Source: an optimization exercise on an open RTL-to-GDS flow (aim: small area). Production flows keep margins and buffers that such runs may drop. The RTL was checked by simulation tests, not by an equivalence proof against the original design. The clock port is modelled as an ideal driver, which makes a skipped or thinned clock tree look cheaper than it is; a real chip needs a root buffer or a tree. Power is estimated from default activity; no workload was simulated.

## oak
// Digital_clock
module Digital_clock(input clk, reset, input [1:0] en, output reg [6:0] segments, output reg [3:0] anode);
Size: roughly 110 cells after synthesis, about 26 flip-flops, ~15 I/O pins, about 0.0011 mm² of cells after synthesis.
clock: 10.0 ns
lec_check: 0
cap_margin: 20
core_area: 3 3 61 61
die_area: 0 0 64 64
place_density: 0.9
slew_margin: 20
standard.sh (not shown) runs the stock make flow with config.mk's settings and CLKGATE_MAP_FILE= SYNTH_SCRIPT=/design/flow/synth_recipe.tcl, a recipe that flattens the netlist after the stock synthesis.
==> flow/flow/run.sh <==
#!/bin/bash
# Own layout flow: the standard ORFS flow (standard.sh) with these changes.
#  1. Technology mapping: synthesis is run once with each area-oriented ABC script
#     flow/abc_*.script in place of ORFS's delay-oriented one (the rest of synthesis
#     is unchanged, so the registers keep the standard synthesis's names and cell
#     types), and the layout is made from the one with the smallest cell area.
#  2. Ports are buffered with sky130_fd_sc_hd__buf_1 (every port still gets a buffer).
#  3. flow/cts_args.txt, if present, gives clock_tree_synthesis's arguments.
#  4. If flow/onebuf.tcl exists, it replaces clock_tree_synthesis: the clock tree is one
#     clock buffer that drives every register (the rest of the CTS step is unchanged).
# Each tool run's output goes to a log file of its own in this folder.
set -euo pipefail
here=$(pwd)
common=("BUFFER_PORTS_ARGS=-buffer_cell sky130_fd_sc_hd__buf_1")
if [[ -f "$here/flow/cts_args.txt" ]]; then
  common+=("CTS_ARGS=$(tr '\n' ' ' < "$here/flow/cts_args.txt")")
fi
best=""; best_area=""
for f in "$here"/flow/abc_*.script; do
  name=$(basename "$f" .script)
  rm -rf "$here/scripts_$name" "$here/try_$name"
  cp -r "$FLOW_HOME/scripts" "$here/scripts_$name"
  cp "$f" "$here/scripts_$name/abc_speed.script"
  if [[ -f "$here/flow/onebuf.tcl" ]]; then
    sed -i "s|^log_cmd clock_tree_synthesis .*|source $here/flow/onebuf.tcl|" "$here/scripts_$name/cts.tcl"
  fi
  if bash standard.sh "${common[@]}" SCRIPTS_DIR="$here/scripts_$name" WORK_HOME="$here/try_$name" synth \
      > "$here/synth_$name.log" 2>&1; then
    area=$(awk '/Chip area for module/ {print $NF}' "$here/try_$name"/reports/*/Digital_clock/base/synth_stat.txt | tail -1)
    echo "$name $area" >> "$here/synth_areas.log"
    if [[ -n "$area" ]] && { [[ -z "$best" ]] || awk -v a="$area" -v b="$best_area" 'BEGIN{exit !(a < b)}'; }; then
      best=$name; best_area=$area
    fi
  fi
done
echo "chosen $best $best_area" >> "$here/synth_areas.log"
bash standard.sh "${common[@]}" SCRIPTS_DIR="$here/scripts_$best" finish > "$here/layout.log" 2>&1
==> flow/flow/onebuf.tcl <==
# Clock tree of one buffer: the clk port drives one sky130_fd_sc_hd__buf_12,
# placed at the centre of the clock sinks, which drives every clock sink.
set block [ord::get_db_block]
set clk_net [[$block findBTerm clk] getNet]
set sinks [$clk_net getITerms]
set master [[ord::get_db] findMaster sky130_fd_sc_hd__buf_12]
set buf [odb::dbInst_create $block $master clkbuf_0_clk]
set leaf [odb::dbNet_create $block clknet_0_clk]
$leaf setSigType CLOCK
$clk_net setSigType CLOCK
set sx 0; set sy 0; set n 0
foreach it $sinks {
  set inst [$it getInst]
  set loc [$inst getLocation]
  incr sx [lindex $loc 0]; incr sy [lindex $loc 1]; incr n
  $it disconnect
  $it connect $leaf
}
[$buf findITerm A] connect $clk_net
[$buf findITerm X] connect $leaf
$buf setLocation [expr {$sx / $n}] [expr {$sy / $n}]
$buf setPlacementStatus PLACED
global_connect
set_propagated_clock [all_clocks]
puts "onebuf: buf_12 drives $n clock sinks"
Other scripts of this flow, unchanged in this note and not shown: flow/flow/abc_B.script
What pine does differently from oak at the input level:
==> flow/flow/abc_A.script (new file) <==
&get -n
&st
&dch
&nf -R 1000
&put
==> flow/flow/abc_M.script (new file) <==
&get -n
&st
&dc2
&dch -f
&nf -R 1000 -p
&put
==> flow/flow/abc_N.script (new file) <==
&get -n
&st
&dch -f
&nf -R 1000
&put
==> flow/flow/abc_O.script (new file) <==
&get -n
&st
&dch
&nf -R 1000 -Q 10
&put
==> flow/flow/abc_P.script (new file) <==
&get -n
&st
&dch
&nf -R 1000 -E 10
&put
==> flow/flow/abc_Q.script (new file) <==
&get -n
&st
&dch
&nf -R 1000 -C 32 -F 8 -A 8
&put
--- a/flow/flow/onebuf.tcl
+++ b/flow/flow/onebuf.tcl
@@ -1,2 +1,2 @@
-# Clock tree of one buffer: the clk port drives one sky130_fd_sc_hd__buf_12,
+# Clock tree of one buffer: the clk port drives one sky130_fd_sc_hd__clkbuf_16,
 # placed at the centre of the clock sinks, which drives every clock sink.
@@ -5,3 +5,3 @@
 set sinks [$clk_net getITerms]
-set master [[ord::get_db] findMaster sky130_fd_sc_hd__buf_12]
+set master [[ord::get_db] findMaster sky130_fd_sc_hd__clkbuf_16]
 set buf [odb::dbInst_create $block $master clkbuf_0_clk]
@@ -24,2 +24,2 @@
 set_propagated_clock [all_clocks]
-puts "onebuf: buf_12 drives $n clock sinks"
+puts "onebuf: clkbuf_16 drives $n clock sinks"
Findings:
- The post-route met1 wirelength on oak is in line with that on pine.
- There was hardly any difference in setup slack of the worst register-to-register path between oak and pine.
- Compared pine vs oak, and cell-internal power is up in pine.
- Of oak and pine, pine shows the lower worst setup slack, with oak above it.
Relative to pine, the following input files were edited for birch:
--- a/flow/flow/run.sh
+++ b/flow/flow/run.sh
@@ -8,4 +8,2 @@
 #  3. flow/cts_args.txt, if present, gives clock_tree_synthesis's arguments.
-#  4. If flow/onebuf.tcl exists, it replaces clock_tree_synthesis: the clock tree is one
-#     clock buffer that drives every register (the rest of the CTS step is unchanged).
 # Each tool run's output goes to a log file of its own in this folder.
@@ -23,5 +21,2 @@
   cp "$f" "$here/scripts_$name/abc_speed.script"
-  if [[ -f "$here/flow/onebuf.tcl" ]]; then
-    sed -i "s|^log_cmd clock_tree_synthesis .*|source $here/flow/onebuf.tcl|" "$here/scripts_$name/cts.tcl"
-  fi
   if bash standard.sh "${common[@]}" SCRIPTS_DIR="$here/scripts_$name" WORK_HOME="$here/try_$name" synth \
==> flow/flow/cts_args.txt (new file) <==
-sink_clustering_enable -repair_clock_nets -buf_list sky130_fd_sc_hd__clkbuf_8 -dont_use_dummy_load
removed: flow/flow/onebuf.tcl
--- outcome ---
Total number of vias, birch and pine: larger value in birch. The higher total design power of birch and pine is in birch. | clock power share | higher: birch |. Design area went up slightly going from pine to birch. Hold slack across birch and pine: no real change. Relative to pine, overall track demand over capacity in global routing has gone up in birch. Relative to pine, number of global-route vias before repair has increased by 21 in birch. On critical path depth, birch and pine are neck and neck. Comparing birch and pine, utilization after layout is higher on birch. Compared with pine, in birch global-route track usage on met3 saw an increase; static leakage power saw an increase.
The clock cells of oak and pine come from the design's own scripts or RTL, not from TritonCTS.

========
Digital_clock, a different RTL version from the one above (not shown whole).
For scale: about 110 cells after synthesis, roughly 26 flip-flops, roughly 15 I/O pins.
clock: 10.0 ns
lec_check: 0
cap_margin: 20
core_area: 3 3 61 61
die_area: 0 0 64 64
place_density: 0.9
slew_margin: 20
==> flow/flow/run.sh <==
#!/bin/bash
# Own layout flow: the standard ORFS flow with these changes.
#  1. Technology mapping uses an area-oriented ABC script (flow/abc_area.script)
#     in place of ORFS's delay-oriented one; the rest of synthesis is unchanged,
#     so the registers keep the standard synthesis's names and cell types.
#  2. Ports are buffered with sky130_fd_sc_hd__buf_1 (every port still gets a buffer).
#  3. If flow/cts_args.txt exists, it gives clock_tree_synthesis's arguments.
# Each step's output goes to a log file of its own in this folder.
set -euo pipefail
here=$(pwd)
rm -rf "$here/scripts"
cp -r "$FLOW_HOME/scripts" "$here/scripts"
cp "$here/flow/abc_area.script" "$here/scripts/abc_speed.script"
knobs=(SCRIPTS_DIR="$here/scripts" "BUFFER_PORTS_ARGS=-buffer_cell sky130_fd_sc_hd__buf_1")
if [[ -f "$here/flow/cts_args.txt" ]]; then
  knobs+=("CTS_ARGS=$(tr '\n' ' ' < "$here/flow/cts_args.txt")")
fi
bash standard.sh "${knobs[@]}" synth > "$here/synth.log" 2>&1
bash standard.sh "${knobs[@]}" finish > "$here/layout.log" 2>&1
==> flow/flow/abc_area.script <==
&get -n
&st
&dch
&nf -R 1000
&put
==> flow/flow/cts_args.txt <==
-sink_clustering_enable -repair_clock_nets -buf_list sky130_fd_sc_hd__clkbuf_4 -dont_use_dummy_load
Rerun with:
Settings changed: CTS_BUF_LIST from default to sky130_fd_sc_hd__clkbuf_8, PLACE_DENSITY 0.9 to default.
removed: flow/flow/cts_args.txt
Power rises by about a fifth.
Sequential cell count does not change.
Register-to-register slack improves by 0.03 ns.
Non-clock buffer count is unchanged.

========
v6:
Digital_clock, a different RTL version from the one above (not shown whole).
Size in the first run: roughly 110 cells after synthesis, roughly 27 flip-flops, roughly 15 I/O pins, about 1200 sq um of cells after synthesis.
Settings: LEC_CHECK=0, CAP_MARGIN=20, CORE_MARGIN=2, CORE_UTILIZATION=85, CTS_BUF_LIST=sky130_fd_sc_hd__clkbuf_16, CTS_CLUSTER_SIZE=30, SLEW_MARGIN=20; clock period 10.0 ns.
==> flow/flow/run.sh <==
#!/bin/bash
# Own layout flow: the standard ORFS flow with two changes.
#  1. Technology mapping uses an area-oriented ABC script (flow/abc_area.script)
#     in place of ORFS's delay-oriented one; the rest of synthesis is unchanged,
#     so the registers keep the standard synthesis's names and cell types.
#  2. Ports are buffered with sky130_fd_sc_hd__buf_1 (every port still gets a buffer).
# Each step's output goes to a log file of its own in this folder.
set -euo pipefail
here=$(pwd)
rm -rf "$here/scripts"
cp -r "$FLOW_HOME/scripts" "$here/scripts"
cp "$here/flow/abc_area.script" "$here/scripts/abc_speed.script"
knobs=(SCRIPTS_DIR="$here/scripts" "BUFFER_PORTS_ARGS=-buffer_cell sky130_fd_sc_hd__buf_1")
bash standard.sh "${knobs[@]}" synth > "$here/synth.log" 2>&1
bash standard.sh "${knobs[@]}" finish > "$here/layout.log" 2>&1
Scripts as last shown in full above: flow/flow/abc_area.script
Tool error GPL-0301 stopped v6 during 3_3_place_gp; no final results.
The inputs of v7 differ from those of v6 as listed below.
Settings: swapping sky130_fd_sc_hd__clkbuf_16 for sky130_fd_sc_hd__clkbuf_8 in CTS_BUF_LIST.
==> run summary <==
In the summary table, v7 is marked failed, with error GPL-0301 raised in 3_3_place_gp. v7 -> v6: synthesized net count delta 0, exact match. | number of I/O port buffers | v6 vs v7 | ≈ equal |. Comparing v7 against v6, there is no change at all in share of the synthesized area in compound gates (AO/OA/AOI/OAI). Between v6 and v7, the vertical extent of the die does not differ in any meaningful way.

========
Digital_clock again, from the RTL that the note above started with.
Settings: LEC_CHECK=0, CAP_MARGIN=20, CORE_MARGIN=2, CORE_UTILIZATION=85, CTS_BUF_LIST=sky130_fd_sc_hd__clkbuf_4, SLEW_MARGIN=20; clock period 10.0 ns.
Scripts as last shown in full above: flow/flow/run.sh, flow/flow/abc_area.script
The first run never finished: it broke off in 3_3_place_gp.
==> next run, changes <==
CORE_UTILIZATION = 70   (was 85)
CTS_BUF_LIST = sky130_fd_sc_hd__clkbuf_8   (was sky130_fd_sc_hd__clkbuf_4)
CTS_CLUSTER_SIZE = 30   (was default)
Effect: The changed run completed with no timing, DRC or antenna violations. Synthesized cell count does not change. Synthesized area does not change.
==> next run, changes <==
CORE_AREA = 3 3 61 61   (was default)
CORE_MARGIN = default   (was 2)
CORE_UTILIZATION = default   (was 70)
CTS_CLUSTER_SIZE = default   (was 30)
DIE_AREA = 0 0 64 64   (was default)
Effect:
- synthesized cell count stays the same
- non-clock buffer count is unchanged
- critical path depth is unchanged
- register-to-register slack stays flat
- clock-buffer cell count does not change
- die area climbs by 99%
- first-iteration DRC count went up by 25%
- setup slack is worse by 0.026 ns
- core utilization fell by 41 points
- combinational power climbs by about 2%
- cell count goes up by 20%

========
11-24:
The RTL this note starts from:
==> flow/design.v <==
`timescale 1ns / 1ps
module Digital_clock(input clk, reset, input [1:0] en, output reg [6:0] segments, output reg [3:0] anode);
reg [3:0] p;
reg [1:0] s;
reg [5:0] q;
reg [3:0] su, mu;
reg [2:0] st, mt;
wire ph4 = p[3] & p[1] & p[0];
wire ph9 = ~p[3] & ~p[2] & ~p[0];
wire en50 = ph4 & (s[1] & ~s[0]);
wire t0 = ph9 & (~s[1] & ~s[0]) & (q[4] & q[3] & ~q[2] & ~q[1] & q[0]);
wire t1 = t0 & (su[3] & su[2] & ~su[1]);
wire t2 = t1 & (~st[2] & st[0]);
wire t3 = t2 & (mu[3] & mu[2] & ~mu[1]);
always @(posedge clk, posedge reset) begin
    if (reset) begin
        p <= 4'd1; s <= 2'd0; q <= 6'd0; su <= 4'd0; mu <= 4'd0; st <= 3'd0; mt <= 3'd0;
    end else begin
        p[0] <= p[0] ^ ((~p[3] & ~p[0]) | (~p[3] & p[1]));
        p[1] <= p[0];
        p[2] <= p[1];
        p[3] <= p[2];
        s[0] <= ph4 ? (~s[1]) : s[0];
        s[1] <= ph4 ? (s[0]) : s[1];
        q[0] <= en50 ? (~q[0]) : q[0];
        q[1] <= q[1] ^ (en50 & ((~q[5] & q[0]) | (~q[4] & q[0])));
        q[2] <= q[2] ^ (en50 & (q[1] & q[0]));
        q[3] <= q[3] ^ (en50 & (q[2] & q[1] & q[0]));
        q[4] <= q[4] ^ (en50 & ((q[5] & q[4] & q[0]) | (q[3] & q[2] & q[1] & q[0])));
        q[5] <= q[5] ^ (en50 & ((q[5] & q[4] & q[0]) | (q[4] & q[3] & q[2] & q[1] & q[0])));
        su[0] <= su[0] ^ (t0 & ((su[3] & ~su[1]) | (su[3] & su[2])));
        su[1] <= t0 ? (~su[0]) : su[1];
        su[2] <= t0 ? (su[1]) : su[2];
        su[3] <= t0 ? (~su[2]) : su[3];
        st[0] <= t1 ? (st[2]) : st[0];
        st[1] <= t1 ? (~st[0]) : st[1];
        st[2] <= t1 ? (st[1]) : st[2];
        mu[0] <= mu[0] ^ (t2 & ((mu[3] & ~mu[1]) | (mu[3] & mu[2])));
        mu[1] <= t2 ? (~mu[0]) : mu[1];
        mu[2] <= t2 ? (mu[1]) : mu[2];
        mu[3] <= t2 ? (~mu[2]) : mu[3];
        mt[0] <= t3 ? (mt[2]) : mt[0];
        mt[1] <= t3 ? (~mt[0]) : mt[1];
        mt[2] <= t3 ? (mt[1]) : mt[2];
    end
end
reg [3:0] d;
always @(*) begin
    case (s)
        2'd0: begin anode = 4'b1110; d = su; end
        2'd1: begin anode = 4'b1101; d = {1'b0, st[2], st[1], st[0]}; end
        2'd3: begin anode = 4'b1011; d = mu; end
        2'd2: begin anode = 4'b0111; d = {1'b0, mt[2], mt[1], mt[0]}; end
        default: begin anode = 4'b1110; d = su; end
    endcase
    segments[0] = ~d[2] & ~d[0];
    segments[1] = (d[3] & ~d[0]) | (~d[3] & d[1]);
    segments[2] = (~d[3] & d[0]) | (d[3] & ~d[2] & ~d[0]) | (~d[2] & d[1] & ~d[0]) | (d[2] & d[0]);
    segments[3] = (~d[3] & d[2] & ~d[1]) | (d[3] & ~d[2] & ~d[0]) | (~d[2] & d[1] & ~d[0]);
    segments[4] = d[2] & ~d[0];
    segments[5] = ~d[2] & ~d[1] & d[0];
    segments[6] = (~d[2] & d[1] & ~d[0]) | (~d[3] & d[2] & ~d[1]);
end
endmodule
Settings: LEC_CHECK=0, CAP_MARGIN=20, CORE_AREA=3 3 61 61, DIE_AREA=0 0 64 64, PLACE_DENSITY=0.9, SLEW_MARGIN=20; clock period 10.0 ns.
==> flow/flow/run.sh <==
#!/bin/bash
# Own layout flow: the standard ORFS flow (standard.sh) with these changes.
#  1. Technology mapping: synthesis is run once with each area-oriented ABC script
#     flow/abc_*.script in place of ORFS's delay-oriented one (the rest of synthesis
#     is unchanged, so the registers keep the standard synthesis's names and cell
#     types), and the layout is made from the one with the smallest cell area.
#  2. Ports are buffered with sky130_fd_sc_hd__buf_1 (every port still gets a buffer).
#  3. flow/cts_args.txt, if present, gives clock_tree_synthesis's arguments.
#  4. If flow/onebuf.tcl exists, it replaces clock_tree_synthesis: the clock tree is one
#     clock buffer that drives every register (the rest of the CTS step is unchanged).
# Each tool run's output goes to a log file of its own in this folder.
set -euo pipefail
here=$(pwd)
common=("BUFFER_PORTS_ARGS=-buffer_cell sky130_fd_sc_hd__buf_1")
if [[ -f "$here/flow/cts_args.txt" ]]; then
  common+=("CTS_ARGS=$(tr '\n' ' ' < "$here/flow/cts_args.txt")")
fi
best=""; best_area=""
for f in "$here"/flow/abc_*.script; do
  name=$(basename "$f" .script)
  rm -rf "$here/scripts_$name" "$here/try_$name"
  cp -r "$FLOW_HOME/scripts" "$here/scripts_$name"
  cp "$f" "$here/scripts_$name/abc_speed.script"
  if [[ -f "$here/flow/onebuf.tcl" ]]; then
    sed -i "s|^log_cmd clock_tree_synthesis .*|source $here/flow/onebuf.tcl|" "$here/scripts_$name/cts.tcl"
  fi
  if bash standard.sh "${common[@]}" SCRIPTS_DIR="$here/scripts_$name" WORK_HOME="$here/try_$name" synth \
      > "$here/synth_$name.log" 2>&1; then
    area=$(awk '/Chip area for module/ {print $NF}' "$here/try_$name"/reports/*/Digital_clock/base/synth_stat.txt | tail -1)
    echo "$name $area" >> "$here/synth_areas.log"
    if [[ -n "$area" ]] && { [[ -z "$best" ]] || awk -v a="$area" -v b="$best_area" 'BEGIN{exit !(a < b)}'; }; then
      best=$name; best_area=$area
    fi
  fi
done
echo "chosen $best $best_area" >> "$here/synth_areas.log"
bash standard.sh "${common[@]}" SCRIPTS_DIR="$here/scripts_$best" finish > "$here/layout.log" 2>&1
Other scripts of this flow, unchanged in this note and not shown: flow/flow/abc_A.script, flow/flow/abc_B.script, flow/flow/abc_B5.script, flow/flow/abc_B6.script, flow/flow/abc_B8.script, flow/flow/abc_M.script, flow/flow/abc_N.script, flow/flow/abc_O.script, flow/flow/abc_P.script, flow/flow/abc_Q.script, flow/flow/onebuf.tcl
Here is what was changed in the inputs of 06-21 compared with 11-24.
-- flow/flow/run.sh --
<<< 11-24, line 14
>>> 06-21, line 14
# keep every temporary file (Yosys/ABC make them) inside the work folder
mkdir -p "$here/tmp"
export TMPDIR="$here/tmp"
[summary]
- 06-21 and 11-24 ended up with nearly the same power consumed by combinational cells.
- Going from 11-24 to 06-21, aggregate global routing overflow neither gained nor lost much, clock group share of total power neither gained nor lost much.
No run of this note takes its clock network from TritonCTS; it comes from the design's own scripts or RTL.

[re-timing with driven ports]
The results above use ideal ports. As a check the final layouts listed here were re-extracted and re-timed, cells and wires unchanged. Step 1 sets driving cells, clkbuf_16 on the clock port and buf_2 on the other inputs (assumed; they add their load-dependent delay and slew). Step 2, shift: input delay + t, output delay - t, t = (earliest + latest rising clock arrival at the registers) / 2. This alone moves slack from input paths to output paths. Three values: ideal ports, drivers, drivers and shift; two values: the first two.
| run | shift t [ns] | slack for setup (ns) | latest minus earliest clock arrival (ns) | pins driven straight from the clock port |
|---|---|---|---|---|
| oak | 0.160 | 6.181 / 6.150 / 6.310 | 0.003 / 0.003 | 1 |
| pine | 0.182 | 6.155 / 6.127 / 6.309 | 0.002 / 0.002 | 1 |
| birch | 0.292 | 6.046 / 6.024 / 6.316 | 0.006 / 0.006 | 1 |
| the first run of note 2 | 0.320 | 5.597 / 5.577 / 5.897 | 0.006 / 0.006 | 1 |
| the second run of note 2 | 0.289 | 5.652 / 5.629 / 5.919 | 0.005 / 0.005 | 1 |
| the second run of note 4 | 0.290 | 5.676 / 5.652 / 5.942 | 0.003 / 0.003 | 1 |
| the third run of note 4 | 0.291 | 5.650 / 5.627 / 5.919 | 0.003 / 0.003 | 1 |
| 11-24 | 0.163 | 6.122 / 6.090 / 6.253 | 0.003 / 0.002 | 1 |
| 06-21 | 0.163 | 6.122 / 6.090 / 6.253 | 0.003 / 0.002 | 1 |
After both steps setup and hold are still met in every run listed.
